From an optimization exercise on the open Yosys and OpenROAD flow, aimed at small area and a short achievable clock period; shortcuts taken in it are not production practice.
Only simulation tests tie the RTL to the original design; equivalence was not proved.

==> inputs of job 964 <==
// Lorenz_Encryptor_Top
module Lorenz_Encryptor_Top (
    input wire clk,
    input wire rst,
    input wire [7:0]  s_axis_key_tdata,    
    input wire        s_axis_key_tvalid,   
    output wire       s_axis_key_tready,   
    output wire [7:0] m_axis_key_tdata,    
    output wire       m_axis_key_tvalid,   
    input wire        m_axis_key_tready,   
    input wire [7:0]  s_axis_pixel_tdata,   
    input wire        s_axis_pixel_tvalid,  
    output wire       s_axis_pixel_tready,  
    output wire [7:0] m_axis_pixel_tdata,   
    output wire       m_axis_pixel_tvalid,  
    input wire        m_axis_pixel_tready,  
    output wire done
);
clock: 22.0 ns
lec_check: 0
abc_area: 1
cap_margin: 20
core_margin: 2
core_utilization: 40
slew_margin: 20
synth_hierarchical: 1
synth_minimum_keep_size: 0
standard.sh (not shown) runs the stock make flow with config.mk's settings and CLKGATE_MAP_FILE= SYNTH_SCRIPT=/design/flow/synth_recipe.tcl, a recipe that flattens the netlist after the stock synthesis.
==> flow/flow/run.sh <==
#!/bin/bash
# The standard layout (standard synthesis included), with the timing
# repair steps aiming at a setup slack of SETUP_SLACK_MARGIN ns instead of 0.
# The make output goes to flow_standard.log; each step's own log is under orfs/logs.
set -uo pipefail
bash standard.sh SETUP_SLACK_MARGIN=11 TNS_END_PERCENT=0 finish > flow_standard.log 2>&1
==> job 9902: changes against job 964 <==
--- a/flow/flow/run.sh
+++ b/flow/flow/run.sh
@@ -4,3 +4,3 @@
 # The make output goes to flow_standard.log; each step's own log is under orfs/logs.
 set -uo pipefail
-bash standard.sh SETUP_SLACK_MARGIN=11 TNS_END_PERCENT=0 finish > flow_standard.log 2>&1
+bash standard.sh SETUP_SLACK_MARGIN=11 TNS_END_PERCENT=10 finish > flow_standard.log 2>&1
==> job 912: changes against job 964 <==
--- a/flow/flow/run.sh
+++ b/flow/flow/run.sh
@@ -4,3 +4,3 @@
 # The make output goes to flow_standard.log; each step's own log is under orfs/logs.
 set -uo pipefail
-bash standard.sh SETUP_SLACK_MARGIN=11 TNS_END_PERCENT=0 finish > flow_standard.log 2>&1
+bash standard.sh SETUP_SLACK_MARGIN=11.5 TNS_END_PERCENT=0 finish > flow_standard.log 2>&1
CORE_UTILIZATION = 50   (was 40)
==> run notes <==
                                                                job 912            job 964           job 9902
Status                                                   finished clean     finished clean     finished clean
Clock buffer and inverter area fraction after layout              1.26%              1.29%              1.27%
Number of clock buffer instances in the layout                       45                 49                 49
Worst path bufs/invs                                                  8                  7                  7
1st-iter DRT viols                                                 9754               9365               9493
Pin count of the biggest net entering global routing                117                122                122
Peak fanout along the critical path                                  37                 23                  5
Final design utilization                                          55.9%              45.2%              45.8%
Fraction of area in registers                                     6.06%              5.99%              5.92%
Area grow syn2layout                                              11.2%              12.2%              13.6%
Fmax                                                         0.0857 GHz         0.0864 GHz         0.0872 GHz
Number of placement rows                                            155                173                173
Die ar.                                                    183000 sq um       228000 sq um       228000 sq um
All-Layer GR Usage                                                38.6%              29.9%              30.3%
Start point of the critical path                      lorenz_inst.z[17]  lorenz_inst.x[25]  lorenz_inst.z[18]
Critical path data required time                               22.52 ns           22.56 ns           22.54 ns
Initial cell density of the core                                  50.3%              40.3%              40.3%
Tightest Pin Transition                                         1.15 ns            1.09 ns            1.08 ns
CP arrival                                                     12.19 ns           12.13 ns           12.01 ns
Share of cell area taken by multi-input logic gates               80.0%              79.9%              79.3%
Setup crit end                                        lorenz_inst.y[25]  lorenz_inst.y[25]  lorenz_inst.z[26]
Fraction of the cycle the final worst path needs                  53.0%              52.6%              52.1%

* * *

==> branch sierra: inputs <==
Starting RTL as in the previous note.
## Lorenz_Encryptor_Top
module Lorenz_Encryptor_Top (
    input wire clk,
    input wire rst,
    input wire [7:0]  s_axis_key_tdata,    
    input wire        s_axis_key_tvalid,   
    output wire       s_axis_key_tready,   
    output wire [7:0] m_axis_key_tdata,    
    output wire       m_axis_key_tvalid,   
    input wire        m_axis_key_tready,   
    input wire [7:0]  s_axis_pixel_tdata,   
    input wire        s_axis_pixel_tvalid,  
    output wire       s_axis_pixel_tready,  
    output wire [7:0] m_axis_pixel_tdata,   
    output wire       m_axis_pixel_tvalid,  
    input wire        m_axis_pixel_tready,  
    output wire done
);
    wire [7:0] key_data_out;
    wire key_valid_out;
    wire key_ready_in;
    Lorenz_axi lorenz_inst (
        .clk(clk),
        .rst(rst),
        .key_valid(s_axis_key_tvalid),    
        .key_in(s_axis_key_tdata),        
        .tdata(key_data_out),             
        .tvalid(key_valid_out),           
        .tready(key_ready_in)             
    );
    Encryptor_axi encryptor_inst (
        .clk(clk),
        .rst(rst),
        .pixel_in(s_axis_pixel_tdata),    
        .pixel_valid(s_axis_pixel_tvalid),
        .tdata(key_data_out),             
  ...
clock: 22.0 ns
lec_check: 0
abc_area: 1
cap_margin: 20
core_margin: 2
core_utilization: 33
slew_margin: 20
synth_hierarchical: 1
synth_minimum_keep_size: 0
==> flow/flow/run.sh <==
#!/bin/bash
# The standard layout (standard synthesis included), with the timing
# repair steps aiming at a setup slack of SETUP_SLACK_MARGIN ns instead of 0.
# The make output goes to flow_standard.log; each step's own log is under orfs/logs.
set -uo pipefail
bash standard.sh SETUP_SLACK_MARGIN=11.5 TNS_END_PERCENT=0 finish > flow_standard.log 2>&1
==> branch yarrow: changes against branch sierra <==
--- a/flow/flow/run.sh
+++ b/flow/flow/run.sh
@@ -5,2 +5,2 @@
 set -uo pipefail
-bash standard.sh SETUP_SLACK_MARGIN=11.5 TNS_END_PERCENT=0 finish > flow_standard.log 2>&1
+bash standard.sh SETUP_SLACK_MARGIN=10.5 TNS_END_PERCENT=0 finish > flow_standard.log 2>&1
--- a/flow/config.mk
+++ b/flow/config.mk
@@ -10,3 +10,3 @@
 export CORE_MARGIN = 2
-export CORE_UTILIZATION = 33
+export CORE_UTILIZATION = 40
 export SLEW_MARGIN = 20
==> impl_metrics.ini <==
[layout]
num-multi-input-gates = 7078
clockBufferCount = 45
final_cells = 12300
n_antenna_cell = 11

[cts]
cts_buffers = 37

[route]
vias = 73800
initialDrtViolationCount = 10100

[placement]
dp.cells = 11900
hpwlAfterDp_um = 238000

[global_route]
grt_usage_pct = 24.7
use_met2_pct = 37.7
antenna_found_initial = 11
grt_pass1_wl_um = 514000

[outcome]
status = timing/DRC/antenna clean

[critical_path]
max_stage_delay_ps = 720
-- figures above: branch sierra

==> impl_metrics.ini <==
[outcome]
status = timing/DRC/antenna clean

[global_route]
grt_usage_pct = 29.9
antenna_found_initial = 8
use_met2_pct = 44.0
grt_pass1_wl_um = 509000

[layout]
seq_area_share_pct = 5.94
n_antenna_cell = 6
final_cells = 11700
num-multi-input-gates = 7082
clockBufferCount = 49

[cts]
cts_buffers = 35

[route]
vias = 73300
initialDrtViolationCount = 9337

[placement]
dp.cells = 11400
hpwlAfterDp_um = 239000

[flow_run]
cap_violations = 0

[critical_path]
max_stage_delay_ps = 760
-- figures above: branch yarrow

==> re-timing with driven ports <==
How much do the figures lean on ideal ports? The routed layouts below were timed once more, with nothing changed but the port constraints. Step 1, drivers: a clkbuf_16 drives clk and a buf_2 each remaining input, both assumed. Step 2 also shifts input and output timing later by t, the mid clock arrival at the registers, as if the neighbouring blocks saw the same clock. a / b / c = ideal / step 1 / step 2; a / b = the first two.
| run | t, ns | slack for setup (ns) | hold WS [ns] | cell pins on the clock port's net |
|---|---|---|---|---|
| job 964 | 0.706 | 10.420 / 10.420 / 10.420 | 0.468 / 0.468 / 0.468 | 1 |
| job 9902 | 0.706 | 10.531 / 10.531 / 10.531 | 0.471 / 0.471 / 0.471 | 1 |
| job 912 | 0.762 | 10.329 / 10.329 / 10.329 | 0.475 / 0.475 / 0.475 | 1 |
| branch sierra | 0.754 | 10.353 / 10.353 / 10.353 | 0.472 / 0.472 / 0.472 | 1 |
| branch yarrow | 0.730 | 10.479 / 10.479 / 10.479 | 0.470 / 0.470 / 0.470 | 1 |
After both steps setup and hold are still met in every run listed.
